Source: an optimization exercise on an open RTL-to-GDS flow (aim: small area and a short achievable clock period). Production flows keep margins and buffers that such runs may drop.
Only simulation tests tie the RTL to the original design; equivalence was not proved.

[design/flow/flow/run.sh]
#!/bin/bash
set -euo pipefail
export BUFFER_PORTS_ARGS="-buffer_cell sky130_fd_sc_hd__buf_1"
bash standard.sh SETUP_SLACK_MARGIN=10.7 finish > standard.log 2>&1
[design/flow/standard.sh]
#!/bin/bash
# synth_recipe.tcl (not shown) runs the flow's synth.tcl, then flattens the netlist and writes it again
# the make line also repeats each setting of config.mk as NAME=value (left out here)
make -C /OpenROAD-flow-scripts/flow DESIGN_CONFIG=/design/flow/config.mk WORK_HOME=/design/flow/orfs CLKGATE_MAP_FILE= SYNTH_SCRIPT=/design/flow/synth_recipe.tcl "${@:-finish}"
[design/flow/config.mk]
export PLATFORM = sky130hd
export DESIGN_NAME = hsv2rgb_pipe
export DESIGN_NICKNAME = hsv2rgb_pipe
export VERILOG_FILES = /design/flow/design.v
export SDC_FILE = /design/flow/constraint.sdc
export NUM_CORES = 4
export LEC_CHECK = 0
export CAP_MARGIN = 20
export CORE_MARGIN = 2
export CORE_UTILIZATION = 40
export SLEW_MARGIN = 20
export SYNTH_HIERARCHICAL = 1
export SYNTH_MINIMUM_KEEP_SIZE = 0
[design/flow/constraint.sdc]
create_clock -name core_clock -period 15.0 [get_ports {clk}]
set_input_delay 3.0000 -clock core_clock [delete_from_list [all_inputs] [get_ports {clk}]]
set_output_delay 3.0000 -clock core_clock [all_outputs]
set_load 0.01 [all_outputs]
[design/flow/design.v]
module hsv_fa (input a, input b, input c, output s, output co);
    assign s = a ^ b ^ c;
    assign co = (a & b) | (c & (a ^ b));
endmodule
module hsv_ha (input a, input b, output s, output co);
    assign s = a ^ b;
    assign co = a & b;
endmodule
module hsv_han (input a, input b, output s, output co);
    assign s = ~(a ^ b);
    assign co = a | b;
endmodule
module hsv2rgb_pipe (
        input clk,
        input rst_n,
        input in_valid,
        input [7:0] h,
        input [7:0] s,
        input [7:0] v,
        output reg out_valid,
        output reg [7:0] r,
        output reg [7:0] g,
        output reg [7:0] b
    );
    reg vld0, vld1, vld2;
    reg [7:0] h0, s0, v0;
    wire [2:0] region = (h0 >= 8'd215) ? 3'd5 : (h0 >= 8'd172) ? 3'd4 :
                        (h0 >= 8'd129) ? 3'd3 : (h0 >= 8'd86) ? 3'd2 :
                        (h0 >= 8'd43) ? 3'd1 : 3'd0;
    wire [6:0] h3 = h0[6:0] + {h0[5:0], 1'b0};
    wire [6:0] k3 = h3 - {4'd0, region};
    wire even = ~region[0];
    wire [7:0] x_c = {k3 ^ {7{even}}, even};
    wire [2:0] sel_c = (s0 == 8'd0) ? 3'd7 : region;
    reg [2:0] sel1;
    reg [7:0] x1, s1;
    reg [7:0] nv1;       
    wire [7:0] u_c, p_c;
    wire mu_pp01 = s1[0] & x1[1];
    wire mu_pp02 = s1[0] & x1[2];
    wire mu_pp03 = s1[0] & x1[3];
    wire mu_pp04 = s1[0] & x1[4];
    wire mu_pp05 = s1[0] & x1[5];
    wire mu_pp06 = s1[0] & x1[6];
    wire mu_pp07 = s1[0] & x1[7];
    wire mu_pp10 = s1[1] & x1[0];
    wire mu_pp11 = s1[1] & x1[1];
    wire mu_pp12 = s1[1] & x1[2];
    wire mu_pp13 = s1[1] & x1[3];
    wire mu_pp14 = s1[1] & x1[4];
    wire mu_pp15 = s1[1] & x1[5];
    wire mu_pp16 = s1[1] & x1[6];
    wire mu_pp17 = s1[1] & x1[7];
    wire mu_pp20 = s1[2] & x1[0];
    wire mu_pp21 = s1[2] & x1[1];
    wire mu_pp22 = s1[2] & x1[2];
    wire mu_pp23 = s1[2] & x1[3];
    wire mu_pp24 = s1[2] & x1[4];
    wire mu_pp25 = s1[2] & x1[5];
    wire mu_pp26 = s1[2] & x1[6];
    wire mu_pp27 = s1[2] & x1[7];
    wire mu_pp30 = s1[3] & x1[0];
    wire mu_pp31 = s1[3] & x1[1];
    wire mu_pp32 = s1[3] & x1[2];
    wire mu_pp33 = s1[3] & x1[3];
    wire mu_pp34 = s1[3] & x1[4];
    wire mu_pp35 = s1[3] & x1[5];
    wire mu_pp36 = s1[3] & x1[6];
    wire mu_pp37 = s1[3] & x1[7];
    wire mu_pp40 = s1[4] & x1[0];
    wire mu_pp41 = s1[4] & x1[1];
    wire mu_pp42 = s1[4] & x1[2];
    wire mu_pp43 = s1[4] & x1[3];
    wire mu_pp44 = s1[4] & x1[4];
    wire mu_pp45 = s1[4] & x1[5];
    wire mu_pp46 = s1[4] & x1[6];
    wire mu_pp47 = s1[4] & x1[7];
    wire mu_pp50 = s1[5] & x1[0];
    wire mu_pp51 = s1[5] & x1[1];
    wire mu_pp52 = s1[5] & x1[2];
    wire mu_pp53 = s1[5] & x1[3];
    wire mu_pp54 = s1[5] & x1[4];
    wire mu_pp55 = s1[5] & x1[5];
    wire mu_pp56 = s1[5] & x1[6];
    wire mu_pp57 = s1[5] & x1[7];
    wire mu_pp60 = s1[6] & x1[0];
    wire mu_pp61 = s1[6] & x1[1];
    wire mu_pp62 = s1[6] & x1[2];
    wire mu_pp63 = s1[6] & x1[3];
    wire mu_pp64 = s1[6] & x1[4];
    wire mu_pp65 = s1[6] & x1[5];
    wire mu_pp66 = s1[6] & x1[6];
    wire mu_pp67 = s1[6] & x1[7];
    wire mu_pp70 = s1[7] & x1[0];
    wire mu_pp71 = s1[7] & x1[1];
    wire mu_pp72 = s1[7] & x1[2];
    wire mu_pp73 = s1[7] & x1[3];
    wire mu_pp74 = s1[7] & x1[4];
    wire mu_pp75 = s1[7] & x1[5];
    wire mu_pp76 = s1[7] & x1[6];
    wire mu_pp77 = s1[7] & x1[7];
    wire mu_t1, mu_t2;
    hsv_ha mu_t1_ha (.a(mu_pp06), .b(mu_pp15), .s(mu_t1), .co(mu_t2));
    wire mu_t3, mu_t4;
    hsv_fa mu_t3_fa (.a(mu_pp07), .b(mu_pp16), .c(mu_pp25), .s(mu_t3), .co(mu_t4));
    wire mu_t5, mu_t6;
    hsv_ha mu_t5_ha (.a(mu_pp34), .b(mu_pp43), .s(mu_t5), .co(mu_t6));
    wire mu_t7, mu_t8;
    hsv_fa mu_t7_fa (.a(mu_pp17), .b(mu_pp26), .c(mu_pp35), .s(mu_t7), .co(mu_t8));
    wire mu_t9, mu_t10;
    hsv_ha mu_t9_ha (.a(mu_pp44), .b(mu_pp53), .s(mu_t9), .co(mu_t10));
    wire mu_t11, mu_t12;
    hsv_fa mu_t11_fa (.a(mu_pp27), .b(mu_pp36), .c(mu_pp45), .s(mu_t11), .co(mu_t12));
    wire mu_t13, mu_t14;
    hsv_ha mu_t13_ha (.a(mu_pp04), .b(mu_pp13), .s(mu_t13), .co(mu_t14));
    wire mu_t15, mu_t16;
    hsv_fa mu_t15_fa (.a(mu_pp05), .b(mu_pp14), .c(mu_pp23), .s(mu_t15), .co(mu_t16));
    wire mu_t17, mu_t18;
    hsv_ha mu_t17_ha (.a(mu_pp32), .b(mu_pp41), .s(mu_t17), .co(mu_t18));
    wire mu_t19, mu_t20;
    hsv_fa mu_t19_fa (.a(mu_pp24), .b(mu_pp33), .c(mu_pp42), .s(mu_t19), .co(mu_t20));
    wire mu_t21, mu_t22;
    hsv_fa mu_t21_fa (.a(mu_pp51), .b(mu_pp60), .c(mu_t1), .s(mu_t21), .co(mu_t22));
    wire mu_t23, mu_t24;
    hsv_fa mu_t23_fa (.a(mu_pp52), .b(mu_pp61), .c(mu_pp70), .s(mu_t23), .co(mu_t24));
    wire mu_t25, mu_t26;
    hsv_fa mu_t25_fa (.a(mu_t2), .b(mu_t5), .c(mu_t3), .s(mu_t25), .co(mu_t26));
    wire mu_t27, mu_t28;
    hsv_fa mu_t27_fa (.a(mu_pp62), .b(mu_pp71), .c(mu_t6), .s(mu_t27), .co(mu_t28));
    wire mu_t29, mu_t30;
    hsv_fa mu_t29_fa (.a(mu_t9), .b(mu_t4), .c(mu_t7), .s(mu_t29), .co(mu_t30));
    wire mu_t31, mu_t32;
    hsv_fa mu_t31_fa (.a(mu_pp54), .b(mu_pp63), .c(mu_pp72), .s(mu_t31), .co(mu_t32));
    wire mu_t33, mu_t34;
    hsv_fa mu_t33_fa (.a(mu_t10), .b(mu_t8), .c(mu_t11), .s(mu_t33), .co(mu_t34));
    wire mu_t35, mu_t36;
    hsv_fa mu_t35_fa (.a(mu_pp37), .b(mu_pp46), .c(mu_pp55), .s(mu_t35), .co(mu_t36));
    wire mu_t37, mu_t38;
    hsv_fa mu_t37_fa (.a(mu_pp64), .b(mu_pp73), .c(mu_t12), .s(mu_t37), .co(mu_t38));
    wire mu_t39, mu_t40;
    hsv_fa mu_t39_fa (.a(mu_pp47), .b(mu_pp56), .c(mu_pp65), .s(mu_t39), .co(mu_t40));
    wire mu_t41, mu_t42;
    hsv_ha mu_t41_ha (.a(mu_pp03), .b(mu_pp12), .s(mu_t41), .co(mu_t42));
    wire mu_t43, mu_t44;
    hsv_fa mu_t43_fa (.a(mu_pp22), .b(mu_pp31), .c(mu_pp40), .s(mu_t43), .co(mu_t44));
    wire mu_t45, mu_t46;
    hsv_fa mu_t45_fa (.a(mu_pp50), .b(mu_t14), .c(mu_t17), .s(mu_t45), .co(mu_t46));
    wire mu_t47, mu_t48;
    hsv_fa mu_t47_fa (.a(mu_t18), .b(mu_t16), .c(mu_t19), .s(mu_t47), .co(mu_t48));
    wire mu_t49, mu_t50;
    hsv_fa mu_t49_fa (.a(mu_t20), .b(mu_t23), .c(mu_t22), .s(mu_t49), .co(mu_t50));
    wire mu_t51, mu_t52;
    hsv_fa mu_t51_fa (.a(mu_t24), .b(mu_t27), .c(mu_t26), .s(mu_t51), .co(mu_t52));
    wire mu_t53, mu_t54;
    hsv_fa mu_t53_fa (.a(mu_t31), .b(mu_t28), .c(mu_t30), .s(mu_t53), .co(mu_t54));
    wire mu_t55, mu_t56;
    hsv_fa mu_t55_fa (.a(mu_t32), .b(mu_t35), .c(mu_t37), .s(mu_t55), .co(mu_t56));
    wire mu_t57, mu_t58;
    hsv_fa mu_t57_fa (.a(mu_pp74), .b(mu_t36), .c(mu_t39), .s(mu_t57), .co(mu_t58));
    wire mu_t59, mu_t60;
    hsv_fa mu_t59_fa (.a(mu_pp57), .b(mu_pp66), .c(mu_pp75), .s(mu_t59), .co(mu_t60));
    wire mu_t61, mu_t62;
    hsv_ha mu_t61_ha (.a(mu_pp02), .b(mu_pp11), .s(mu_t61), .co(mu_t62));
    wire mu_t63, mu_t64;
    hsv_fa mu_t63_fa (.a(mu_pp21), .b(mu_pp30), .c(mu_t41), .s(mu_t63), .co(mu_t64));
    wire mu_t65, mu_t66;
    hsv_fa mu_t65_fa (.a(mu_t42), .b(mu_t13), .c(mu_t43), .s(mu_t65), .co(mu_t66));
    wire mu_t67, mu_t68;
    hsv_fa mu_t67_fa (.a(mu_t44), .b(mu_t15), .c(mu_t45), .s(mu_t67), .co(mu_t68));
    wire mu_t69, mu_t70;
    hsv_fa mu_t69_fa (.a(mu_t46), .b(mu_t21), .c(mu_t47), .s(mu_t69), .co(mu_t70));
    wire mu_t71, mu_t72;
    hsv_fa mu_t71_fa (.a(mu_t48), .b(mu_t25), .c(mu_t49), .s(mu_t71), .co(mu_t72));
    wire mu_t73, mu_t74;
    hsv_fa mu_t73_fa (.a(mu_t29), .b(mu_t50), .c(mu_t51), .s(mu_t73), .co(mu_t74));
    wire mu_t75, mu_t76;
    hsv_fa mu_t75_fa (.a(mu_t33), .b(mu_t52), .c(mu_t53), .s(mu_t75), .co(mu_t76));
    wire mu_t77, mu_t78;
    hsv_fa mu_t77_fa (.a(mu_t34), .b(mu_t55), .c(mu_t54), .s(mu_t77), .co(mu_t78));
    wire mu_t79, mu_t80;
    hsv_fa mu_t79_fa (.a(mu_t38), .b(mu_t57), .c(mu_t56), .s(mu_t79), .co(mu_t80));
    wire mu_t81, mu_t82;
    hsv_fa mu_t81_fa (.a(mu_t40), .b(mu_t59), .c(mu_t58), .s(mu_t81), .co(mu_t82));
    wire mu_t83, mu_t84;
    hsv_fa mu_t83_fa (.a(mu_pp67), .b(mu_pp76), .c(mu_t60), .s(mu_t83), .co(mu_t84));
    wire mu_c2 = mu_pp01 & mu_pp10;
    wire mu_c3 = (mu_t61 & mu_pp20) | (mu_c2 & (mu_t61 | mu_pp20));
    wire mu_c4 = (mu_t62 & mu_t63) | (mu_c3 & (mu_t62 | mu_t63));
    wire mu_c5 = (mu_t64 & mu_t65) | (mu_c4 & (mu_t64 | mu_t65));
    wire [10:0] mu_ra = {1'b0, mu_t84, mu_t82, mu_t80, mu_t78, mu_t76, mu_t74, mu_t72, mu_t70, mu_t68, mu_t66};
    wire [10:0] mu_rb = {1'b0, mu_pp77, mu_t83, mu_t81, mu_t79, mu_t77, mu_t75, mu_t73, mu_t71, mu_t69, mu_t67};
    wire [10:0] mu_sum = mu_ra + mu_rb + {10'd0, mu_c5};
    assign u_c = mu_sum[10:3];
    wire mp_pp01 = ~(nv1[0] | s1[1]);
    wire mp_pp02 = ~(nv1[0] | s1[2]);
    wire mp_pp03 = ~(nv1[0] | s1[3]);
    wire mp_pp04 = ~(nv1[0] | s1[4]);
    wire mp_pp05 = ~(nv1[0] | s1[5]);
    wire mp_pp06 = ~(nv1[0] | s1[6]);
    wire mp_pp07 = ~(nv1[0] | s1[7]);
    wire mp_pp10 = ~(nv1[1] | s1[0]);
    wire mp_pp11 = ~(nv1[1] | s1[1]);
    wire mp_pp12 = ~(nv1[1] | s1[2]);
    wire mp_pp13 = ~(nv1[1] | s1[3]);
    wire mp_pp14 = ~(nv1[1] | s1[4]);
    wire mp_pp15 = ~(nv1[1] | s1[5]);
    wire mp_pp16 = ~(nv1[1] | s1[6]);
    wire mp_pp17 = ~(nv1[1] | s1[7]);
    wire mp_pp20 = ~(nv1[2] | s1[0]);
    wire mp_pp21 = ~(nv1[2] | s1[1]);
    wire mp_pp22 = ~(nv1[2] | s1[2]);
    wire mp_pp23 = ~(nv1[2] | s1[3]);
    wire mp_pp24 = ~(nv1[2] | s1[4]);
    wire mp_pp25 = ~(nv1[2] | s1[5]);
    wire mp_pp26 = ~(nv1[2] | s1[6]);
    wire mp_pp27 = ~(nv1[2] | s1[7]);
    wire mp_pp30 = ~(nv1[3] | s1[0]);
    wire mp_pp31 = ~(nv1[3] | s1[1]);
    wire mp_pp32 = ~(nv1[3] | s1[2]);
    wire mp_pp33 = ~(nv1[3] | s1[3]);
    wire mp_pp34 = ~(nv1[3] | s1[4]);
    wire mp_pp35 = ~(nv1[3] | s1[5]);
    wire mp_pp36 = ~(nv1[3] | s1[6]);
    wire mp_pp37 = ~(nv1[3] | s1[7]);
    wire mp_pp40 = ~(nv1[4] | s1[0]);
    wire mp_pp41 = ~(nv1[4] | s1[1]);
    wire mp_pp42 = ~(nv1[4] | s1[2]);
    wire mp_pp43 = ~(nv1[4] | s1[3]);
    wire mp_pp44 = ~(nv1[4] | s1[4]);
    wire mp_pp45 = ~(nv1[4] | s1[5]);
    wire mp_pp46 = ~(nv1[4] | s1[6]);
    wire mp_pp47 = ~(nv1[4] | s1[7]);
    wire mp_pp50 = ~(nv1[5] | s1[0]);
    wire mp_pp51 = ~(nv1[5] | s1[1]);
    wire mp_pp52 = ~(nv1[5] | s1[2]);
    wire mp_pp53 = ~(nv1[5] | s1[3]);
    wire mp_pp54 = ~(nv1[5] | s1[4]);
    wire mp_pp55 = ~(nv1[5] | s1[5]);
    wire mp_pp56 = ~(nv1[5] | s1[6]);
    wire mp_pp57 = ~(nv1[5] | s1[7]);
    wire mp_pp60 = ~(nv1[6] | s1[0]);
    wire mp_pp61 = ~(nv1[6] | s1[1]);
    wire mp_pp62 = ~(nv1[6] | s1[2]);
    wire mp_pp63 = ~(nv1[6] | s1[3]);
    wire mp_pp64 = ~(nv1[6] | s1[4]);
    wire mp_pp65 = ~(nv1[6] | s1[5]);
    wire mp_pp66 = ~(nv1[6] | s1[6]);
    wire mp_pp67 = ~(nv1[6] | s1[7]);
    wire mp_pp70 = ~(nv1[7] | s1[0]);
    wire mp_pp71 = ~(nv1[7] | s1[1]);
    wire mp_pp72 = ~(nv1[7] | s1[2]);
    wire mp_pp73 = ~(nv1[7] | s1[3]);
    wire mp_pp74 = ~(nv1[7] | s1[4]);
    wire mp_pp75 = ~(nv1[7] | s1[5]);
    wire mp_pp76 = ~(nv1[7] | s1[6]);
    wire mp_pp77 = ~(nv1[7] | s1[7]);
    wire mp_t1, mp_t2;
    hsv_ha mp_t1_ha (.a(mp_pp06), .b(mp_pp15), .s(mp_t1), .co(mp_t2));
    wire mp_t3, mp_t4;
    hsv_fa mp_t3_fa (.a(mp_pp07), .b(mp_pp16), .c(mp_pp25), .s(mp_t3), .co(mp_t4));
    wire mp_t5, mp_t6;
    hsv_ha mp_t5_ha (.a(mp_pp34), .b(mp_pp43), .s(mp_t5), .co(mp_t6));
    wire mp_t7, mp_t8;
    hsv_fa mp_t7_fa (.a(mp_pp17), .b(mp_pp26), .c(mp_pp35), .s(mp_t7), .co(mp_t8));
    wire mp_t9, mp_t10;
    hsv_ha mp_t9_ha (.a(mp_pp44), .b(mp_pp53), .s(mp_t9), .co(mp_t10));
    wire mp_t11, mp_t12;
    hsv_fa mp_t11_fa (.a(mp_pp27), .b(mp_pp36), .c(mp_pp45), .s(mp_t11), .co(mp_t12));
    wire mp_t13, mp_t14;
    hsv_ha mp_t13_ha (.a(mp_pp04), .b(mp_pp13), .s(mp_t13), .co(mp_t14));
    wire mp_t15, mp_t16;
    hsv_fa mp_t15_fa (.a(mp_pp05), .b(mp_pp14), .c(mp_pp23), .s(mp_t15), .co(mp_t16));
    wire mp_t17, mp_t18;
    hsv_ha mp_t17_ha (.a(mp_pp32), .b(mp_pp41), .s(mp_t17), .co(mp_t18));
    wire mp_t19, mp_t20;
    hsv_fa mp_t19_fa (.a(mp_pp24), .b(mp_pp33), .c(mp_pp42), .s(mp_t19), .co(mp_t20));
    wire mp_t21, mp_t22;
    hsv_fa mp_t21_fa (.a(mp_pp51), .b(mp_pp60), .c(mp_t1), .s(mp_t21), .co(mp_t22));
    wire mp_t23, mp_t24;
    hsv_fa mp_t23_fa (.a(mp_pp52), .b(mp_pp61), .c(mp_pp70), .s(mp_t23), .co(mp_t24));
    wire mp_t25, mp_t26;
    hsv_fa mp_t25_fa (.a(mp_t2), .b(mp_t5), .c(mp_t3), .s(mp_t25), .co(mp_t26));
    wire mp_t27, mp_t28;
    hsv_fa mp_t27_fa (.a(mp_pp62), .b(mp_pp71), .c(mp_t6), .s(mp_t27), .co(mp_t28));
    wire mp_t29, mp_t30;
    hsv_fa mp_t29_fa (.a(mp_t9), .b(mp_t4), .c(mp_t7), .s(mp_t29), .co(mp_t30));
    wire mp_t31, mp_t32;
    hsv_fa mp_t31_fa (.a(mp_pp54), .b(mp_pp63), .c(mp_pp72), .s(mp_t31), .co(mp_t32));
    wire mp_t33, mp_t34;
    hsv_fa mp_t33_fa (.a(mp_t10), .b(mp_t8), .c(mp_t11), .s(mp_t33), .co(mp_t34));
    wire mp_t35, mp_t36;
    hsv_fa mp_t35_fa (.a(mp_pp37), .b(mp_pp46), .c(mp_pp55), .s(mp_t35), .co(mp_t36));
    wire mp_t37, mp_t38;
    hsv_fa mp_t37_fa (.a(mp_pp64), .b(mp_pp73), .c(mp_t12), .s(mp_t37), .co(mp_t38));
    wire mp_t39, mp_t40;
    hsv_fa mp_t39_fa (.a(mp_pp47), .b(mp_pp56), .c(mp_pp65), .s(mp_t39), .co(mp_t40));
    wire mp_t41, mp_t42;
    hsv_ha mp_t41_ha (.a(mp_pp03), .b(mp_pp12), .s(mp_t41), .co(mp_t42));
    wire mp_t43, mp_t44;
    hsv_fa mp_t43_fa (.a(mp_pp22), .b(mp_pp31), .c(mp_pp40), .s(mp_t43), .co(mp_t44));
    wire mp_t45, mp_t46;
    hsv_fa mp_t45_fa (.a(mp_pp50), .b(mp_t14), .c(mp_t17), .s(mp_t45), .co(mp_t46));
    wire mp_t47, mp_t48;
    hsv_fa mp_t47_fa (.a(mp_t18), .b(mp_t16), .c(mp_t19), .s(mp_t47), .co(mp_t48));
    wire mp_t49, mp_t50;
    hsv_fa mp_t49_fa (.a(mp_t20), .b(mp_t23), .c(mp_t22), .s(mp_t49), .co(mp_t50));
    wire mp_t51, mp_t52;
    hsv_fa mp_t51_fa (.a(mp_t24), .b(mp_t27), .c(mp_t26), .s(mp_t51), .co(mp_t52));
    wire mp_t53, mp_t54;
    hsv_fa mp_t53_fa (.a(mp_t31), .b(mp_t28), .c(mp_t30), .s(mp_t53), .co(mp_t54));
    wire mp_t55, mp_t56;
    hsv_fa mp_t55_fa (.a(mp_t32), .b(mp_t35), .c(mp_t37), .s(mp_t55), .co(mp_t56));
    wire mp_t57, mp_t58;
    hsv_fa mp_t57_fa (.a(mp_pp74), .b(mp_t36), .c(mp_t39), .s(mp_t57), .co(mp_t58));
    wire mp_t59, mp_t60;
    hsv_fa mp_t59_fa (.a(mp_pp57), .b(mp_pp66), .c(mp_pp75), .s(mp_t59), .co(mp_t60));
    wire mp_t61, mp_t62;
    hsv_ha mp_t61_ha (.a(mp_pp02), .b(mp_pp11), .s(mp_t61), .co(mp_t62));
    wire mp_t63, mp_t64;
    hsv_fa mp_t63_fa (.a(mp_pp21), .b(mp_pp30), .c(mp_t41), .s(mp_t63), .co(mp_t64));
    wire mp_t65, mp_t66;
    hsv_fa mp_t65_fa (.a(mp_t42), .b(mp_t13), .c(mp_t43), .s(mp_t65), .co(mp_t66));
    wire mp_t67, mp_t68;
    hsv_fa mp_t67_fa (.a(mp_t44), .b(mp_t15), .c(mp_t45), .s(mp_t67), .co(mp_t68));
    wire mp_t69, mp_t70;
    hsv_fa mp_t69_fa (.a(mp_t46), .b(mp_t21), .c(mp_t47), .s(mp_t69), .co(mp_t70));
    wire mp_t71, mp_t72;
    hsv_fa mp_t71_fa (.a(mp_t48), .b(mp_t25), .c(mp_t49), .s(mp_t71), .co(mp_t72));
    wire mp_t73, mp_t74;
    hsv_fa mp_t73_fa (.a(mp_t29), .b(mp_t50), .c(mp_t51), .s(mp_t73), .co(mp_t74));
    wire mp_t75, mp_t76;
    hsv_fa mp_t75_fa (.a(mp_t33), .b(mp_t52), .c(mp_t53), .s(mp_t75), .co(mp_t76));
    wire mp_t77, mp_t78;
    hsv_fa mp_t77_fa (.a(mp_t34), .b(mp_t55), .c(mp_t54), .s(mp_t77), .co(mp_t78));
    wire mp_t79, mp_t80;
    hsv_fa mp_t79_fa (.a(mp_t38), .b(mp_t57), .c(mp_t56), .s(mp_t79), .co(mp_t80));
    wire mp_t81, mp_t82;
    hsv_fa mp_t81_fa (.a(mp_t40), .b(mp_t59), .c(mp_t58), .s(mp_t81), .co(mp_t82));
    wire mp_t83, mp_t84;
    hsv_fa mp_t83_fa (.a(mp_pp67), .b(mp_pp76), .c(mp_t60), .s(mp_t83), .co(mp_t84));
    wire mp_c2 = mp_pp01 & mp_pp10;
    wire mp_c3 = (mp_t61 & mp_pp20) | (mp_c2 & (mp_t61 | mp_pp20));
    wire mp_c4 = (mp_t62 & mp_t63) | (mp_c3 & (mp_t62 | mp_t63));
    wire mp_c5 = (mp_t64 & mp_t65) | (mp_c4 & (mp_t64 | mp_t65));
    wire [10:0] mp_ra = {1'b0, mp_t84, mp_t82, mp_t80, mp_t78, mp_t76, mp_t74, mp_t72, mp_t70, mp_t68, mp_t66};
    wire [10:0] mp_rb = {1'b0, mp_pp77, mp_t83, mp_t81, mp_t79, mp_t77, mp_t75, mp_t73, mp_t71, mp_t69, mp_t67};
    wire [10:0] mp_sum = mp_ra + mp_rb + {10'd0, mp_c5};
    assign p_c = mp_sum[10:3];
    reg [2:0] sel2;
    reg [7:0] u2, p2;
    reg [7:0] nv2;       
    wire [7:0] w_c;
    wire mw_pp01 = ~(nv2[0] | u2[1]);
    wire mw_pp02 = ~(nv2[0] | u2[2]);
    wire mw_pp03 = ~(nv2[0] | u2[3]);
    wire mw_pp04 = ~(nv2[0] | u2[4]);
    wire mw_pp05 = ~(nv2[0] | u2[5]);
    wire mw_pp06 = ~(nv2[0] | u2[6]);
    wire mw_pp07 = ~(nv2[0] | u2[7]);
    wire mw_pp10 = ~(nv2[1] | u2[0]);
    wire mw_pp11 = ~(nv2[1] | u2[1]);
    wire mw_pp12 = ~(nv2[1] | u2[2]);
    wire mw_pp13 = ~(nv2[1] | u2[3]);
    wire mw_pp14 = ~(nv2[1] | u2[4]);
    wire mw_pp15 = ~(nv2[1] | u2[5]);
    wire mw_pp16 = ~(nv2[1] | u2[6]);
    wire mw_pp17 = ~(nv2[1] | u2[7]);
    wire mw_pp20 = ~(nv2[2] | u2[0]);
    wire mw_pp21 = ~(nv2[2] | u2[1]);
    wire mw_pp22 = ~(nv2[2] | u2[2]);
    wire mw_pp23 = ~(nv2[2] | u2[3]);
    wire mw_pp24 = ~(nv2[2] | u2[4]);
    wire mw_pp25 = ~(nv2[2] | u2[5]);
    wire mw_pp26 = ~(nv2[2] | u2[6]);
    wire mw_pp27 = ~(nv2[2] | u2[7]);
    wire mw_pp30 = ~(nv2[3] | u2[0]);
    wire mw_pp31 = ~(nv2[3] | u2[1]);
    wire mw_pp32 = ~(nv2[3] | u2[2]);
    wire mw_pp33 = ~(nv2[3] | u2[3]);
    wire mw_pp34 = ~(nv2[3] | u2[4]);
    wire mw_pp35 = ~(nv2[3] | u2[5]);
    wire mw_pp36 = ~(nv2[3] | u2[6]);
    wire mw_pp37 = ~(nv2[3] | u2[7]);
    wire mw_pp40 = ~(nv2[4] | u2[0]);
    wire mw_pp41 = ~(nv2[4] | u2[1]);
    wire mw_pp42 = ~(nv2[4] | u2[2]);
    wire mw_pp43 = ~(nv2[4] | u2[3]);
    wire mw_pp44 = ~(nv2[4] | u2[4]);
    wire mw_pp45 = ~(nv2[4] | u2[5]);
    wire mw_pp46 = ~(nv2[4] | u2[6]);
    wire mw_pp47 = ~(nv2[4] | u2[7]);
    wire mw_pp50 = ~(nv2[5] | u2[0]);
    wire mw_pp51 = ~(nv2[5] | u2[1]);
    wire mw_pp52 = ~(nv2[5] | u2[2]);
    wire mw_pp53 = ~(nv2[5] | u2[3]);
    wire mw_pp54 = ~(nv2[5] | u2[4]);
    wire mw_pp55 = ~(nv2[5] | u2[5]);
    wire mw_pp56 = ~(nv2[5] | u2[6]);
    wire mw_pp57 = ~(nv2[5] | u2[7]);
    wire mw_pp60 = ~(nv2[6] | u2[0]);
    wire mw_pp61 = ~(nv2[6] | u2[1]);
    wire mw_pp62 = ~(nv2[6] | u2[2]);
    wire mw_pp63 = ~(nv2[6] | u2[3]);
    wire mw_pp64 = ~(nv2[6] | u2[4]);
    wire mw_pp65 = ~(nv2[6] | u2[5]);
    wire mw_pp66 = ~(nv2[6] | u2[6]);
    wire mw_pp67 = ~(nv2[6] | u2[7]);
    wire mw_pp70 = ~(nv2[7] | u2[0]);
    wire mw_pp71 = ~(nv2[7] | u2[1]);
    wire mw_pp72 = ~(nv2[7] | u2[2]);
    wire mw_pp73 = ~(nv2[7] | u2[3]);
    wire mw_pp74 = ~(nv2[7] | u2[4]);
    wire mw_pp75 = ~(nv2[7] | u2[5]);
    wire mw_pp76 = ~(nv2[7] | u2[6]);
    wire mw_pp77 = ~(nv2[7] | u2[7]);
    wire mw_t1, mw_t2;
    hsv_ha mw_t1_ha (.a(mw_pp06), .b(mw_pp15), .s(mw_t1), .co(mw_t2));
    wire mw_t3, mw_t4;
    hsv_fa mw_t3_fa (.a(mw_pp07), .b(mw_pp16), .c(mw_pp25), .s(mw_t3), .co(mw_t4));
    wire mw_t5, mw_t6;
    hsv_ha mw_t5_ha (.a(mw_pp34), .b(mw_pp43), .s(mw_t5), .co(mw_t6));
    wire mw_t7, mw_t8;
    hsv_fa mw_t7_fa (.a(mw_pp17), .b(mw_pp26), .c(mw_pp35), .s(mw_t7), .co(mw_t8));
    wire mw_t9, mw_t10;
    hsv_ha mw_t9_ha (.a(mw_pp44), .b(mw_pp53), .s(mw_t9), .co(mw_t10));
    wire mw_t11, mw_t12;
    hsv_fa mw_t11_fa (.a(mw_pp27), .b(mw_pp36), .c(mw_pp45), .s(mw_t11), .co(mw_t12));
    wire mw_t13, mw_t14;
    hsv_ha mw_t13_ha (.a(mw_pp04), .b(mw_pp13), .s(mw_t13), .co(mw_t14));
    wire mw_t15, mw_t16;
    hsv_fa mw_t15_fa (.a(mw_pp05), .b(mw_pp14), .c(mw_pp23), .s(mw_t15), .co(mw_t16));
    wire mw_t17, mw_t18;
    hsv_ha mw_t17_ha (.a(mw_pp32), .b(mw_pp41), .s(mw_t17), .co(mw_t18));
    wire mw_t19, mw_t20;
    hsv_fa mw_t19_fa (.a(mw_pp24), .b(mw_pp33), .c(mw_pp42), .s(mw_t19), .co(mw_t20));
    wire mw_t21, mw_t22;
    hsv_fa mw_t21_fa (.a(mw_pp51), .b(mw_pp60), .c(mw_t1), .s(mw_t21), .co(mw_t22));
    wire mw_t23, mw_t24;
    hsv_fa mw_t23_fa (.a(mw_pp52), .b(mw_pp61), .c(mw_pp70), .s(mw_t23), .co(mw_t24));
    wire mw_t25, mw_t26;
    hsv_fa mw_t25_fa (.a(mw_t2), .b(mw_t5), .c(mw_t3), .s(mw_t25), .co(mw_t26));
    wire mw_t27, mw_t28;
    hsv_fa mw_t27_fa (.a(mw_pp62), .b(mw_pp71), .c(mw_t6), .s(mw_t27), .co(mw_t28));
    wire mw_t29, mw_t30;
    hsv_fa mw_t29_fa (.a(mw_t9), .b(mw_t4), .c(mw_t7), .s(mw_t29), .co(mw_t30));
    wire mw_t31, mw_t32;
    hsv_fa mw_t31_fa (.a(mw_pp54), .b(mw_pp63), .c(mw_pp72), .s(mw_t31), .co(mw_t32));
    wire mw_t33, mw_t34;
    hsv_fa mw_t33_fa (.a(mw_t10), .b(mw_t8), .c(mw_t11), .s(mw_t33), .co(mw_t34));
    wire mw_t35, mw_t36;
    hsv_fa mw_t35_fa (.a(mw_pp37), .b(mw_pp46), .c(mw_pp55), .s(mw_t35), .co(mw_t36));
    wire mw_t37, mw_t38;
    hsv_fa mw_t37_fa (.a(mw_pp64), .b(mw_pp73), .c(mw_t12), .s(mw_t37), .co(mw_t38));
    wire mw_t39, mw_t40;
    hsv_fa mw_t39_fa (.a(mw_pp47), .b(mw_pp56), .c(mw_pp65), .s(mw_t39), .co(mw_t40));
    wire mw_t41, mw_t42;
    hsv_ha mw_t41_ha (.a(mw_pp03), .b(mw_pp12), .s(mw_t41), .co(mw_t42));
    wire mw_t43, mw_t44;
    hsv_fa mw_t43_fa (.a(mw_pp22), .b(mw_pp31), .c(mw_pp40), .s(mw_t43), .co(mw_t44));
    wire mw_t45, mw_t46;
    hsv_fa mw_t45_fa (.a(mw_pp50), .b(mw_t14), .c(mw_t17), .s(mw_t45), .co(mw_t46));
    wire mw_t47, mw_t48;
    hsv_fa mw_t47_fa (.a(mw_t18), .b(mw_t16), .c(mw_t19), .s(mw_t47), .co(mw_t48));
    wire mw_t49, mw_t50;
    hsv_fa mw_t49_fa (.a(mw_t20), .b(mw_t23), .c(mw_t22), .s(mw_t49), .co(mw_t50));
    wire mw_t51, mw_t52;
    hsv_fa mw_t51_fa (.a(mw_t24), .b(mw_t27), .c(mw_t26), .s(mw_t51), .co(mw_t52));
    wire mw_t53, mw_t54;
    hsv_fa mw_t53_fa (.a(mw_t31), .b(mw_t28), .c(mw_t30), .s(mw_t53), .co(mw_t54));
    wire mw_t55, mw_t56;
    hsv_fa mw_t55_fa (.a(mw_t32), .b(mw_t35), .c(mw_t37), .s(mw_t55), .co(mw_t56));
    wire mw_t57, mw_t58;
    hsv_fa mw_t57_fa (.a(mw_pp74), .b(mw_t36), .c(mw_t39), .s(mw_t57), .co(mw_t58));
    wire mw_t59, mw_t60;
    hsv_fa mw_t59_fa (.a(mw_pp57), .b(mw_pp66), .c(mw_pp75), .s(mw_t59), .co(mw_t60));
    wire mw_t61, mw_t62;
    hsv_ha mw_t61_ha (.a(mw_pp02), .b(mw_pp11), .s(mw_t61), .co(mw_t62));
    wire mw_t63, mw_t64;
    hsv_fa mw_t63_fa (.a(mw_pp21), .b(mw_pp30), .c(mw_t41), .s(mw_t63), .co(mw_t64));
    wire mw_t65, mw_t66;
    hsv_fa mw_t65_fa (.a(mw_t42), .b(mw_t13), .c(mw_t43), .s(mw_t65), .co(mw_t66));
    wire mw_t67, mw_t68;
    hsv_fa mw_t67_fa (.a(mw_t44), .b(mw_t15), .c(mw_t45), .s(mw_t67), .co(mw_t68));
    wire mw_t69, mw_t70;
    hsv_fa mw_t69_fa (.a(mw_t46), .b(mw_t21), .c(mw_t47), .s(mw_t69), .co(mw_t70));
    wire mw_t71, mw_t72;
    hsv_fa mw_t71_fa (.a(mw_t48), .b(mw_t25), .c(mw_t49), .s(mw_t71), .co(mw_t72));
    wire mw_t73, mw_t74;
    hsv_fa mw_t73_fa (.a(mw_t29), .b(mw_t50), .c(mw_t51), .s(mw_t73), .co(mw_t74));
    wire mw_t75, mw_t76;
    hsv_fa mw_t75_fa (.a(mw_t33), .b(mw_t52), .c(mw_t53), .s(mw_t75), .co(mw_t76));
    wire mw_t77, mw_t78;
    hsv_fa mw_t77_fa (.a(mw_t34), .b(mw_t55), .c(mw_t54), .s(mw_t77), .co(mw_t78));
    wire mw_t79, mw_t80;
    hsv_fa mw_t79_fa (.a(mw_t38), .b(mw_t57), .c(mw_t56), .s(mw_t79), .co(mw_t80));
    wire mw_t81, mw_t82;
    hsv_fa mw_t81_fa (.a(mw_t40), .b(mw_t59), .c(mw_t58), .s(mw_t81), .co(mw_t82));
    wire mw_t83, mw_t84;
    hsv_fa mw_t83_fa (.a(mw_pp67), .b(mw_pp76), .c(mw_t60), .s(mw_t83), .co(mw_t84));
    wire mw_c2 = mw_pp01 & mw_pp10;
    wire mw_c3 = (mw_t61 & mw_pp20) | (mw_c2 & (mw_t61 | mw_pp20));
    wire mw_c4 = (mw_t62 & mw_t63) | (mw_c3 & (mw_t62 | mw_t63));
    wire mw_c5 = (mw_t64 & mw_t65) | (mw_c4 & (mw_t64 | mw_t65));
    wire [10:0] mw_ra = {1'b0, mw_t84, mw_t82, mw_t80, mw_t78, mw_t76, mw_t74, mw_t72, mw_t70, mw_t68, mw_t66};
    wire [10:0] mw_rb = {1'b0, mw_pp77, mw_t83, mw_t81, mw_t79, mw_t77, mw_t75, mw_t73, mw_t71, mw_t69, mw_t67};
    wire [10:0] mw_sum = mw_ra + mw_rb + {10'd0, mw_c5};
    assign w_c = mw_sum[10:3];
    reg [2:0] wsel;
    reg [2:0] vsel;
    always @* begin
        case (sel2)
            3'd0: begin wsel = 3'b010; vsel = 3'b100; end
            3'd1: begin wsel = 3'b100; vsel = 3'b010; end
            3'd2: begin wsel = 3'b001; vsel = 3'b010; end
            3'd3: begin wsel = 3'b010; vsel = 3'b001; end
            3'd4: begin wsel = 3'b100; vsel = 3'b001; end
            3'd5: begin wsel = 3'b001; vsel = 3'b100; end
            default: begin wsel = 3'b000; vsel = 3'b111; end
        endcase
    end
    wire [7:0] v2 = ~nv2;
    wire [7:0] r_n = vsel[2] ? v2 : p2;
    wire [7:0] g_n = vsel[1] ? v2 : p2;
    wire [7:0] b_n = vsel[0] ? v2 : p2;
    always @(posedge clk or negedge rst_n) begin
        if (!rst_n) begin
            vld0 <= 1'b0;
            vld1 <= 1'b0;
            vld2 <= 1'b0;
            out_valid <= 1'b0;
        end else begin
            vld0 <= in_valid;
            vld1 <= vld0;
            vld2 <= vld1;
            out_valid <= vld2;
        end
    end
    always @(posedge clk) begin
        h0 <= h;
        s0 <= s;
        v0 <= v;
        sel1 <= sel_c;
        x1 <= x_c;
        s1 <= s0;
        nv1 <= ~v0;
        sel2 <= sel1;
        u2 <= u_c;
        p2 <= p_c;
        nv2 <= nv1;
        r <= wsel[2] ? w_c : r_n;
        g <= wsel[1] ? w_c : g_n;
        b <= wsel[0] ? w_c : b_n;
    end
endmodule
==> flow_summary.toml, run 1 <==
[timing]
fmax_mhz = 244
hold_viol = 0
relSlewSlack_pct = 45.7
fin_crit_ns = 4.10
setup_viol = 0
timing.final.ws_setup_ns = 10.90
finalCritPeriodShare_pct = 27.3
hold_slack_ns = 0.345
skew_ns = 0.0141
finalSetupTns_ns = 0
drv_slew = 0
worst_pin_slew_ns = 0.813
rsz0062_at_grt = "no"

[finish]
antenna_cells = 0
drive_above_1_share_pct = 6.11
nFillCells = 1943
synthToLayoutAreaGrowth_pct = 9.48
final_nets = 1050
final_cells = 1116

[clock_network]
clk_latency_ns = 0.37
post_cts_buffers = 0
clk_path_buf_depth = 2
htree_levels = 3
ctsRootBufferMaster = "clkbuf_16"
cts_tree = "done"
ctsHoldBuffers = 0
ctsResizeCount = 6
cts_buffers = 9
clk_pin_slew_worst_paths_ns = 0.08
clock_sinks = 106

[routing]
drt_first_iter_violations = 387
wl_um = 17300
vias_per_cell = 5.10
wl_per_cell_um = 15.5
detail-route-antenna-nets = 0
drt_first_pass_iters = 5
drc = 0
vias = 5693

[synthesis]
synth_common_cells = "nor2_1 (162), fa_1 (108), dfxtp_1 (102), ha_1 (69), and2_1 (61)"
synthesis.area_um2 = 8040
synth_top_area_share_pct = 26.9
synthArstFlopShare_pct = 3.77
ys_ff_latch = 106
synth.most_common_cell = "nor2_1"
synth_fp_nets = 1025
yosysTopAreaCell = "fa_1"
syn_avg_cell_area_um2 = 9.79
synth_cell_types = 60
ys_top_cells_by_area = "fa_1 (27%), dfxtp_1 (25%), ha_1 (11%), nor2_1 (7.6%), and2_1 (4.7%)"
ys.flop_type = "dfxtp_1"
synth-edff-count = 0
postSynthCellCount = 821
ys_seq_area_share_pct = 26.6
yosys_warnings = 7

[die]
core_area_um2 = 19600
die_h_um = 146
io_pins = 52
start_util_pct = 41.0
die_w_um = 146
die_area_um2 = 21200
num_rows = 51

[worst_setup_path]
cp_max_fo = 8
path_class = "reg -> reg"
cp.required_ns = 15.22
crit_path_start_kind = "register"
end_kind = "register"
crit_arrival_ns = 4.31

[global_routing]
antenna_found_initial = 0
grt_pass1_vias = 5933
grt.overflow.total = 0
groute.usage.overall_pct = 17.1
grt_pass1_wl_um = 29800
grt_max_degree = 23

[place]
place_ws_ns = 10.52
hpwl_um = 13500
globalplace.congestion = 0.851
port_buffers = 51
dp.cells = 1100

[outcome]
status = "complete, no violations"

[min_path]
hp-class = "reg -> reg"

[job]
maxCapViolCount = 0
## final cells by class
cell class	count	area [um^2]	share of cell area, %
clock buffers	9	225	2.56
clock inverters	7	91.3	1.04
inverters	33	124	1.41
multi-input cells	640	5630	64.0
flip-flops and latches	106	2170	24.7
well taps	265	332	3.77
repair buffers	56	229	2.60
## final timing paths
check | from | slack (ns) | cells after the start | endpoint
setup / recovery | u2[7] | 10.90 | 12 | r[6]
hold / removal | s0[1] | 0.35 | 0 | s1[1]
setup reg to reg | u2[7] | 10.90 | 12 | r[6]
hold reg to reg | s0[1] | 0.35 | 0 | s1[1]
max in group asynchronous | rst_n | 12.37 | 1 | vld1
min in group asynchronous | rst_n | 2.45 | 1 | vld0
## through the flow
| stage | utilization [%] | instance area, um^2 |
|---|---|---|
| final | 44.9 | 8800 |
| after global routing | 44.9 | 8800 |
| after CTS | 44.7 | 8760 |
| after detailed placement | 43.0 | 8430 |
| after global placement | 43.0 | 8430 |
| after floorplan | - | 8040 |
## Yosys stat by module, one instance, submodules excluded
module        area [um^2]  times used  cells inside
hsv_fa               20.0         105             1
hsv_ha               12.5          21             1
hsv2rgb_pipe         5670           1           695
## cells by family (layout without fill, tap and decap cells)
group | after synthesis | count (layout) | share of synthesized area, %
buffers and inverters | 75 | 105 | 3.66
and+or+nand+nor | 303 | 303 | 17.5
AOI/OAI and AO/OA | 135 | 135 | 11.8
muxes | 2 | 2 | 0.249
DFF | 106 | 106 | 26.6
xor gates and xnor gates | 23 | 23 | 2.51
adders and majority gates | 177 | 177 | 37.6
## routing by layer
| layer | track usage, % | vias to the layer above | routed length, um |
|---|---|---|---|
| li1 | - | 2782 | - |
| met2 | 28.8 | 134 | 8230 |
| met1 | 23.4 | 2763 | 8240 |
| met5 | 0 | - | 0 |
| met4 | 4.71 | 0 | 186 |
| met3 | 2.04 | 14 | 659 |
## placed cells by master (no fill, tap or decap), drive strengths merged, types with 3 or more instances in the layout
| cell | netlist | layout |
|---|---|---|
| nand2 | 30 | 30 |
| buf | 3 | 56 |
| clkinv | 0 | 3 |
| a21o | 11 | 11 |
| o21bai | 4 | 4 |
| a2111oi | 5 | 5 |
| ha | 69 | 69 |
| o22ai | 5 | 5 |
| nor4 | 3 | 3 |
| xnor2 | 14 | 14 |
| a21oi | 35 | 35 |
| nor3 | 14 | 14 |
| dfxtp | 102 | 102 |
| dfrtp | 4 | 4 |
| inv | 33 | 37 |
| nand4 | 5 | 5 |
| and2 | 61 | 61 |
| fa | 108 | 108 |
| clkbuf | 39 | 9 |
| xor2 | 9 | 9 |
| nand2b | 4 | 4 |
| nor2b | 8 | 8 |
| a211oi | 19 | 19 |
| nor2 | 162 | 162 |
| o31ai | 3 | 3 |
| and3 | 3 | 3 |
| o21a | 8 | 8 |
| o211ai | 3 | 3 |
| o21ai | 18 | 18 |
| nand3 | 5 | 5 |
## worst max-delay path, cell delays in order (launching register included)
cell,delay (ns)
dfxtp_2,0.41
nor2_1,0.09
fa_1,0.50
fa_1,0.41
fa_1,0.51
fa_1,0.41
ha_1,0.35
a21o_1,0.24
a21oi_4,0.22
o2bb2ai_1,0.13
a311o_2,0.41
xnor2_2,0.18
a21oi_1,0.10
==> inputs of run 2 (changes only) <==
==> design/flow/flow/run.sh (replaced) <==
#!/bin/bash
set -euo pipefail
export BUFFER_PORTS_ARGS="-buffer_cell sky130_fd_sc_hd__buf_1"
bash standard.sh SETUP_SLACK_MARGIN=10.8 finish > standard.log 2>&1
==> run 2 against run 1 <==
- clock skew fell by 0.0011 ns
- largest cell class unchanged
- highest routed layer unchanged
- critical path type unchanged
- die area did not move
- utilization rose by 0.18 points
==> flow_summary.toml, run 2 <==
[outcome]
status = "complete, no violations"

[synthesis]
synth_fp_nets = 1025
syn_avg_cell_area_um2 = 9.79
synth_cell_types = 60
synth-edff-count = 0
synth_common_cells = "nor2_1 (162), fa_1 (108), dfxtp_1 (102), ha_1 (69), and2_1 (61)"
ys_top_cells_by_area = "fa_1 (27%), dfxtp_1 (25%), ha_1 (11%), nor2_1 (7.6%), and2_1 (4.7%)"
synth_top_area_share_pct = 26.9
postSynthCellCount = 821
ys_ff_latch = 106
ys.flop_type = "dfxtp_1"
synthesis.area_um2 = 8040
ys_seq_area_share_pct = 26.6
synth.most_common_cell = "nor2_1"
yosysTopAreaCell = "fa_1"
yosys_warnings = 7
synthArstFlopShare_pct = 3.77

[place]
hpwl_um = 13500
globalplace.congestion = 0.851
place_ws_ns = 10.52
dp.cells = 1100
port_buffers = 51

[global_routing]
grt_max_degree = 23
antenna_found_initial = 0
grt_pass1_wl_um = 29800
groute.usage.overall_pct = 17.1
grt.overflow.total = 0
grt_pass1_vias = 5932

[die]
die_area_um2 = 21200
core_area_um2 = 19600
io_pins = 52
num_rows = 51
die_w_um = 146
die_h_um = 146
start_util_pct = 41.0

[timing]
relSlewSlack_pct = 45.1
fmax_mhz = 247
worst_pin_slew_ns = 0.821
finalCritPeriodShare_pct = 27.0
setup_viol = 0
timing.final.ws_setup_ns = 10.96
rsz0062_at_grt = "yes"
fin_crit_ns = 4.04
hold_viol = 0
finalSetupTns_ns = 0
drv_slew = 0
skew_ns = 0.0130

[clock_network]
htree_levels = 3
cts_buffers = 9
clk_path_buf_depth = 2
clock_sinks = 106
clk_pin_slew_worst_paths_ns = 0.08
clk_latency_ns = 0.37
cts_tree = "done"
ctsRootBufferMaster = "clkbuf_16"

[routing]
detail-route-antenna-nets = 0
vias_per_cell = 5.14
drt_first_pass_iters = 5
wl_per_cell_um = 15.5
vias = 5747
drt_first_iter_violations = 363
wl_um = 17400
drc = 0

[finish]
antenna_cells = 0
seq_area_um2 = 2180
multiInputGateArea_um2 = 5640
drive_above_1_share_pct = 6.92
final_cells = 1118
nFillCells = 1945
final_common_cell = "nor2_1"
layout_common_cells = "nor2_1 (161), fa_1 (108), dfxtp_1 (82), ha_1 (68), and2_1 (61)"
synthToLayoutAreaGrowth_pct = 9.91
final_nets = 1052

[worst_setup_path]
cp_common_cell = "fa_1"
cp.required_ns = 15.22
cp_num_cells = 12
crit_family = "adder cells"
crit_path_start_kind = "register"
path_class = "reg -> reg"
crit_chain = "nor2_1 -> fa_1 -> fa_1 -> fa_1 -> fa_1 -> ha_1 -> a21o_1 -> a21oi_4 -> o2bb2ai_1 -> a311o_2 -> a21oi_2 -> a21oi_1"
end_kind = "register"
cp_max_fo = 11
slowest_delay_ns = 0.51
crit_arrival_ns = 4.26
path_buf_inv = 0
cp_slowest_cell = "fa_1"
worst_r2r_path_depth = 12

[min_path]
hold_path_depth = 0
hp-class = "reg -> reg"

[job]
maxCapViolCount = 0
[run 2: what timing repair did]
| action | in CTS | in global routing |
|---|---|---|
| gates resized for setup | 10 | 23 |
| setup buffers | 0 | 2 |
| gates cloned | 0 | 0 |
| hold endpoints to repair | 0 | 0 |
| endpoints found under the setup margin | 18 | 22 |
| pin swaps | 0 | 1 |
| hold buffers | 0 | 0 |
[run 2: area by class of cell]
class	instances	area share [%]
Sequential cell	106	24.7
Clock inverter	7	1.03
Timing Repair Buffer	58	2.76
Clock buffer	9	2.55
Tap cell	265	3.75
Inverter	33	1.40
Multi-Input combinational cell	640	63.8
[run 2: metal layers]
metal	GRT usage, %	vias up	wire length (um)
met4	4.71	0	218
li1	-	2788	-
met5	0	-	0
met2	28.8	128	8230
met3	2.04	16	569
met1	23.4	2815	8350
[run 2: worst paths after layout]
| check | start | to | slack, ns |
|---|---|---|---|
| worst max-delay path | nv2[1] | g[7] | 10.96 |
| worst min-delay path | s0[1] | s1[1] | 0.34 |
| worst max register to register | nv2[1] | g[7] | 10.96 |
| worst min register to register | s0[1] | s1[1] | 0.34 |
| max in group asynchronous | rst_n | vld1 | 12.37 |
| min in group asynchronous | rst_n | vld0 | 2.45 |
[run 2: kinds of logic (layout without fill, tap and decap cells)]
group | Yosys count | in the layout | synth area share, %
buf+inv | 75 | 107 | 3.66
xor+xnor | 23 | 23 | 2.51
compound gates | 135 | 135 | 11.8
fa+ha+maj | 177 | 177 | 37.6
flops | 106 | 106 | 26.6
simple gates | 303 | 303 | 17.5
mux | 2 | 2 | 0.249
[run 2: worst reg2reg max path: stages (launching register included)]
cell and delay [ns]:
dfxtp_4 0.38, nor2_1 0.15, fa_1 0.46, fa_1 0.41
fa_1 0.51, fa_1 0.41, ha_1 0.35, a21o_1 0.24
a21oi_4 0.18, o2bb2ai_1 0.12, a311o_2 0.41, a21oi_2 0.19
a21oi_1 0.10
[run 2: per-stage QoR]
step / hold slack (ns) / cell area, um^2 / utilization (%)
floorplan: 0.310 / 8040 / -
detailed placement: 0.336 / 8430 / 43.0
global route: 0.349 / 8840 / 45.1
finish: 0.344 / 8840 / 45.1
CTS: 0.353 / 8760 / 44.7
global placement: 0.336 / 8430 / 43.0
[run 2: modules after synthesis, one instance, submodules excluded]
module	copies in the design	flops+latches
hsv2rgb_pipe	1	106
hsv_ha	21	0
hsv_fa	105	0
==> inputs of run 3 (changes only) <==
--- a/design/flow/config.mk
+++ b/design/flow/config.mk
@@ -5,6 +5,7 @@
 export SDC_FILE = /design/flow/constraint.sdc
 export NUM_CORES = 4
 export LEC_CHECK = 0
+export ABC_AREA = 1
 export CAP_MARGIN = 20
 export CORE_MARGIN = 2
 export CORE_UTILIZATION = 40
==> run 3 against run 2 <==
- sequential share of layout area decreased by 0.59 points
- via count increased by 5.4%
- cell area increased by 0.81%
- sequential cell count unchanged
- die area increased by 2.6%
- maximum frequency increased by 2.9%
- still clean
==> flow_summary.toml, run 3 <==
[synthesis]
synth.most_common_cell = "nand2_1"
synth_common_cells = "nand2_1 (206), nor2_1 (144), inv_1 (122), fa_1 (108), dfxtp_1 (102)"
synth_top_area_share_pct = 26.2
ys_ff_latch = 106
syn_avg_cell_area_um2 = 8.43
synth-edff-count = 0
synth_fp_nets = 1183
yosys_warnings = 7
postSynthCellCount = 979
yosysTopAreaCell = "fa_1"
synthesis.area_um2 = 8260
ys_top_cells_by_area = "fa_1 (26%), dfxtp_1 (25%), ha_1 (10%), nand2_1 (9.4%), nor2_1 (6.5%)"
ys.flop_type = "dfxtp_1"
synthArstFlopShare_pct = 3.77
synth_cell_types = 38
ys_seq_area_share_pct = 25.9

[worst_setup_path]
crit_path_start_kind = "register"
r2r-start = "s1[0]"
crit_chain = "nand2_1 -> inv_1 -> fa_1 -> fa_1 -> fa_1 -> fa_1 -> ha_1 -> a21oi_1 -> nor2_1 -> a211oi_1 -> nand2_1 -> nand2_1 -> nand2_1 -> nand2_1 -> nand2_1"
cp_max_fo = 12
slowest_delay_ns = 0.70
path_buf_inv = 1
crit_arrival_ns = 4.18
path_class = "reg -> reg"
cp_common_cell = "nand2_1"
r2r-end = "u2[7]"
worst_r2r_path_depth = 15
crit_family = "adder cells"
end_kind = "register"
reg2reg_slack_ns = 11.07
cp.required_ns = 15.25
cp_slowest_cell = "dfxtp_1"

[timing]
finalSetupTns_ns = 0
fmax_mhz = 255
drv_slew = 0
worst_pin_slew_ns = 0.733
finalCritPeriodShare_pct = 26.2
hold_viol = 0
rsz0062_at_grt = "no"
fin_crit_ns = 3.93
setup_viol = 0
relSlewSlack_pct = 51.1
skew_ns = 0.00880

[routing]
vias_per_cell = 4.77
wl_met1_um = 8250
dr_wl_met2_um = 8170
drt_first_pass_iters = 5
routed-wl-met3_um = 753
wl_per_cell_um = 13.7
detail-route-antenna-nets = 0
drt_first_iter_violations = 344
vias = 6057
highest_layer = "met4"
drc = 0
wl_um = 17400

[clock_network]
clk_pin_slew_worst_paths_ns = 0.08
ctsHoldBuffers = 0
cts_buffers = 9
cts_tree = "done"
clock_sinks = 106
clk_latency_ns = 0.36
htree_levels = 3
clk_path_buf_depth = 2
ctsRootBufferMaster = "clkbuf_16"

[global_routing]
grt_pass1_vias = 6147
grt.overflow.total = 0
grt_pass1_wl_um = 30000
grt_max_degree = 21
antenna_found_initial = 0
groute.usage.overall_pct = 17.1

[die]
num_rows = 52
die_area_um2 = 21800
start_util_pct = 40.8
die_w_um = 148
die_h_um = 148
io_pins = 52
core_area_um2 = 20200

[min_path]
hold_start = "s0[6]"
hold_path_depth = 0
hp-class = "reg -> reg"
hold_end = "s1[6]"

[place]
hpwl_um = 13800
port_buffers = 51
globalplace.congestion = 0.855

[finish]
final_nets = 1199
layout_common_cells = "nand2_1 (206), nor2_1 (144), inv_1 (122), fa_1 (108), dfxtp_1 (96)"
synthToLayoutAreaGrowth_pct = 7.88
antenna_cells = 0
final_common_cell = "nand2_1"
drive_above_1_share_pct = 5.10

[job]
maxCapViolCount = 0

[outcome]
status = "complete, no violations"
## run 3: cell families (layout without fill, tap and decap cells)
| kind of cell | Yosys count | after routing | share of synthesized area [%] |
|---|---|---|---|
| AOI/OAI and AO/OA | 95 | 95 | 6.85 |
| xor gates and xnor gates | 25 | 25 | 2.92 |
| adders and majority gates | 177 | 177 | 36.6 |
| buffers and inverters | 174 | 195 | 8.09 |
| DFF | 106 | 106 | 25.9 |
| and+or+nand+nor | 402 | 402 | 19.5 |
## run 3: worst max path at each step
stage	slack (ns)	end	cells after the start	start
after floorplan	11.15	g[4]	16	nv2[2]
after global placement	11.06	g[4]	15	nv2[0]
after detailed placement	10.93	g[4]	15	nv2[1]
after CTS	10.92	g[4]	15	nv2[1]
after global routing	10.81	u2[4]	14	s1[3]
final	11.07	u2[7]	15	s1[0]
## run 3: layer usage
metal / vias to the layer above / global-route usage (%)
met3: 14 / 2.90
met2: 132 / 28.9
met1: 2885 / 23.1
li1: 3026 / -
met4: 0 / 3.89
met5: - / 0
## run 3: timing repair
action / CTS / global route
resized for setup: 0 / 7
endpoints found under the setup margin: 0 / 14
setup buffers: 0 / 0
## run 3: metrics by stage
stage	cells	utilization [%]	instance area [um^2]	hold slack [ns]	setup slack (ns)
6_report	1270	44.0	8910	0.346	11.07
5_1_grt	1270	44.0	8910	0.355	10.81
4_1_cts	1270	44.0	8890	0.350	10.92
3_5_place_dp	1254	42.5	8600	0.339	10.93
3_3_place_gp	1254	42.5	8600	0.335	11.06
2_1_floorplan	979	-	8260	0.310	11.15
## run 3: area by class of cell
cell class              instances  area [um^2]
fillers                      1995        11300
repair buffers                 51          191
clock inverters                 7         71.3
clock buffers                   9          225
multi-input cells             699         5450
flip-flops and latches        106         2150
inverters                     128          480
well taps                     270          338
## run 3: per-module statistics from Yosys (local to each module, per instance)
module	flip-flops and latches	copies in the design	cells inside	area [um^2]
hsv2rgb_pipe	106	1	853	5890
hsv_fa	0	105	1	20.0
hsv_ha	0	21	1	12.5
==> inputs of run 4 (changes only) <==
==> design/flow/flow/run.sh (replaced) <==
#!/bin/bash
set -euo pipefail
export BUFFER_PORTS_ARGS="-buffer_cell sky130_fd_sc_hd__buf_1"
bash standard.sh SETUP_SLACK_MARGIN=11.05 finish > standard.log 2>&1
--- a/design/flow/config.mk
+++ b/design/flow/config.mk
@@ -5,7 +5,6 @@
 export SDC_FILE = /design/flow/constraint.sdc
 export NUM_CORES = 4
 export LEC_CHECK = 0
-export ABC_AREA = 1
 export CAP_MARGIN = 20
 export CORE_MARGIN = 2
 export CORE_UTILIZATION = 40
==> run 4 against run 3 <==
- routed wire length up 1.1%
- critical path type is now reg -> out
- sequential cell count unchanged
- clock skew up 0.0019 ns
- cell area up 1.8%
- still clean on timing, DRC and antenna
- first-iteration DRC count up 1.7%
- critical endpoint is now g[7]
- utilization up 2.3 points
- register-to-register slack better by 0.098 ns
- die area down 2.6%
==> flow_summary.toml, run 4 <==
[synthesis]
syn_avg_cell_area_um2 = 9.79
synth-edff-count = 0
yosys_warnings = 7
yosysTopAreaCell = "fa_1"
ys_seq_area_share_pct = 26.6
synth.most_common_cell = "nor2_1"
synth_common_cells = "nor2_1 (162), fa_1 (108), dfxtp_1 (102), ha_1 (69), and2_1 (61)"
ys.flop_type = "dfxtp_1"
synthesis.area_um2 = 8040
postSynthCellCount = 821
synth_fp_nets = 1025
synth_top_area_share_pct = 26.9
ys_ff_latch = 106
synthArstFlopShare_pct = 3.77
synth_cell_types = 60
ys_top_cells_by_area = "fa_1 (27%), dfxtp_1 (25%), ha_1 (11%), nor2_1 (7.6%), and2_1 (4.7%)"

[clock_network]
ctsRootBufferMaster = "clkbuf_16"
clk_latency_ns = 0.36
clk_path_buf_depth = 2
cts_tree = "done"
cts_buffers = 9
htree_levels = 3
ctsHoldBuffers = 0
clock_sinks = 106
clk_pin_slew_worst_paths_ns = 0.08

[die]
core_area_um2 = 19600
num_rows = 51
start_util_pct = 41.0
die_area_um2 = 21200
io_pins = 52
die_w_um = 146
die_h_um = 146

[worst_setup_path]
cp.required_ns = 12.00
cp_num_cells = 1
crit_chain = "buf_1"
path_buf_inv = 1
r2r-start = "u2[7]"
crit_path_start_kind = "register"
cp_max_fo = 1
cp_slowest_cell = "dfxtp_1"
crit_arrival_ns = 0.86
crit_family = "flip-flops"
critical_path.startpoint = "g[7]"
worst_r2r_path_depth = 12
end_kind = "output port"
path_class = "reg -> out"
slowest_delay_ns = 0.34

[finish]
synthToLayoutAreaGrowth_pct = 12.8
drive_above_1_share_pct = 11.1
layout_common_cells = "nor2_1 (159), fa_1 (106), dfxtp_1 (72), ha_1 (64), and2_1 (61)"
final_nets = 1066
antenna_cells = 0
final_common_cell = "nor2_1"

[timing]
fmax_mhz = 259
finalSetupTns_ns = 0
setup_viol = 0
worst_pin_slew_ns = 0.820
relSlewSlack_pct = 45.2
finalCritPeriodShare_pct = 25.8
fin_crit_ns = 3.86
hold_viol = 0
rsz0062_at_grt = "yes"
hold_slack_ns = 0.347
drv_slew = 0
skew_ns = 0.0107

[routing]
drt_first_iter_violations = 350
detail-route-antenna-nets = 0
vias = 5785
drc = 0
wl_um = 17500
drt_first_pass_iters = 5
wl_per_cell_um = 15.5
vias_per_cell = 5.11

[global_routing]
met2_usage_pct = 28.2
grt_pass1_wl_um = 29800
grtUsageMet1_pct = 24.1
grt-busiest-layer = "met2"
grt_pass1_vias = 5879
antenna_found_initial = 0
grt.overflow.total = 0
grt_max_degree = 21
groute.usage.overall_pct = 17.2
gr-usage-met3_pct = 2.45

[place]
hpwl_um = 13300
port_buffers = 51
globalplace.congestion = 0.829

[min_path]
hold_start = "s0[1]"
hp-class = "reg -> reg"
hold_path_depth = 0

[job]
maxCapViolCount = 0

[outcome]
status = "complete, no violations"
==> run 4: cell types whose count changed after synthesis, sizes merged, moves of 9 or more <==
cell    previous run  this run
nand2            219        30
nor2             146       162
a21o               2        11
nand3             24         5
a211oi             3        19
inv              128        33
and2               0        61
xor2              19         9
o21ai             37        18
==> run 4: modules after synthesis (local to each module, per instance) <==
| module | cells inside | times used |
|---|---|---|
| hsv2rgb_pipe | 695 | 1 |
| hsv_fa | 1 | 105 |
| hsv_ha | 1 | 21 |
==> run 4: cell families (layout without fill, tap and decap cells) <==
family,Yosys count,in the layout,synth area share (%)
fa+ha+maj,177,177,37.6
buf+inv,75,120,3.66
xor+xnor,23,23,2.51
mux,2,2,0.249
flops,106,106,26.6
simple gates,303,303,17.5
compound gates,135,136,11.8
==> run 4: stage by stage <==
| stage | worst slack, ns | std cells | utilization, % | cell area [um^2] |
|---|---|---|---|---|
| 2_1_floorplan | 11.06 | 821 | - | 8070 |
| 3_3_place_gp | 10.75 | 1100 | 43.1 | 8440 |
| 3_5_place_dp | 10.72 | 1100 | 43.1 | 8440 |
| 4_1_cts | 11.05 | 1118 | 45.0 | 8820 |
| 5_1_grt | 11.03 | 1132 | 46.3 | 9070 |
| 6_report | 11.14 | 1132 | 46.3 | 9070 |
==> run 4: path summary, 6_finish.rpt <==
check / endpoint / slack [ns]
min in group asynchronous: vld0 / 2.46
min: s1[1] / 0.35
max reg2reg: g[6] / 11.17
max in group asynchronous: out_valid / 12.35
min reg2reg: s1[1] / 0.35
max: g[7] / 11.14
==> run 4: final cells by class <==
class | instances | area (um^2)
Tap cell | 265 | 332
Fill cell | 1856 | 10500
Inverter | 33 | 124
Clock buffer | 9 | 225
Sequential cell | 106 | 2220
Multi-Input combinational cell | 641 | 5740
Clock inverter | 7 | 68.8
Timing Repair Buffer | 71 | 354
==> run 4: routing by layer <==
layer  wire, um  vias to the layer above
li1           -                     2816
met5          0                        -
met4        277                        0
met3        721                       20
met1       8290                     2813
met2       8240                      136
==> run 4: repair_timing <==
item,in CTS,in global routing
gates cloned,0,1
setup buffers,2,13
gates resized for setup,33,38
pin swaps,0,6
endpoints found under the setup margin,28,24

==> port drivers added, routing unchanged <==
No port has a modelled driver above. Below, the same layouts with a new extraction and two added sets of constraints. Step 1, drivers: a clkbuf_16 drives clk and a buf_2 each remaining input, both assumed. Step 2, shift: input delay + t, output delay - t, t = (earliest + latest rising clock arrival at the registers) / 2. This alone moves slack from input paths to output paths. Slacks: no drivers / after step 1 / after step 2; pairs: no drivers / after step 1.
| run | t (ns) | setup WS [ns] | worst register clock-pin slew, ns |
|---|---|---|---|
| run 1 | 0.401 | 10.903 / 10.903 / 10.903 | 0.08 / 0.08 |
| run 2 | 0.400 | 10.957 / 10.957 / 10.957 | 0.08 / 0.08 |
| run 3 | 0.397 | 11.072 / 11.072 / 11.072 | 0.08 / 0.08 |
| run 4 | 0.399 | 11.135 / 11.091 / 11.169 | 0.08 / 0.08 |
After both steps every run listed still meets setup and hold.
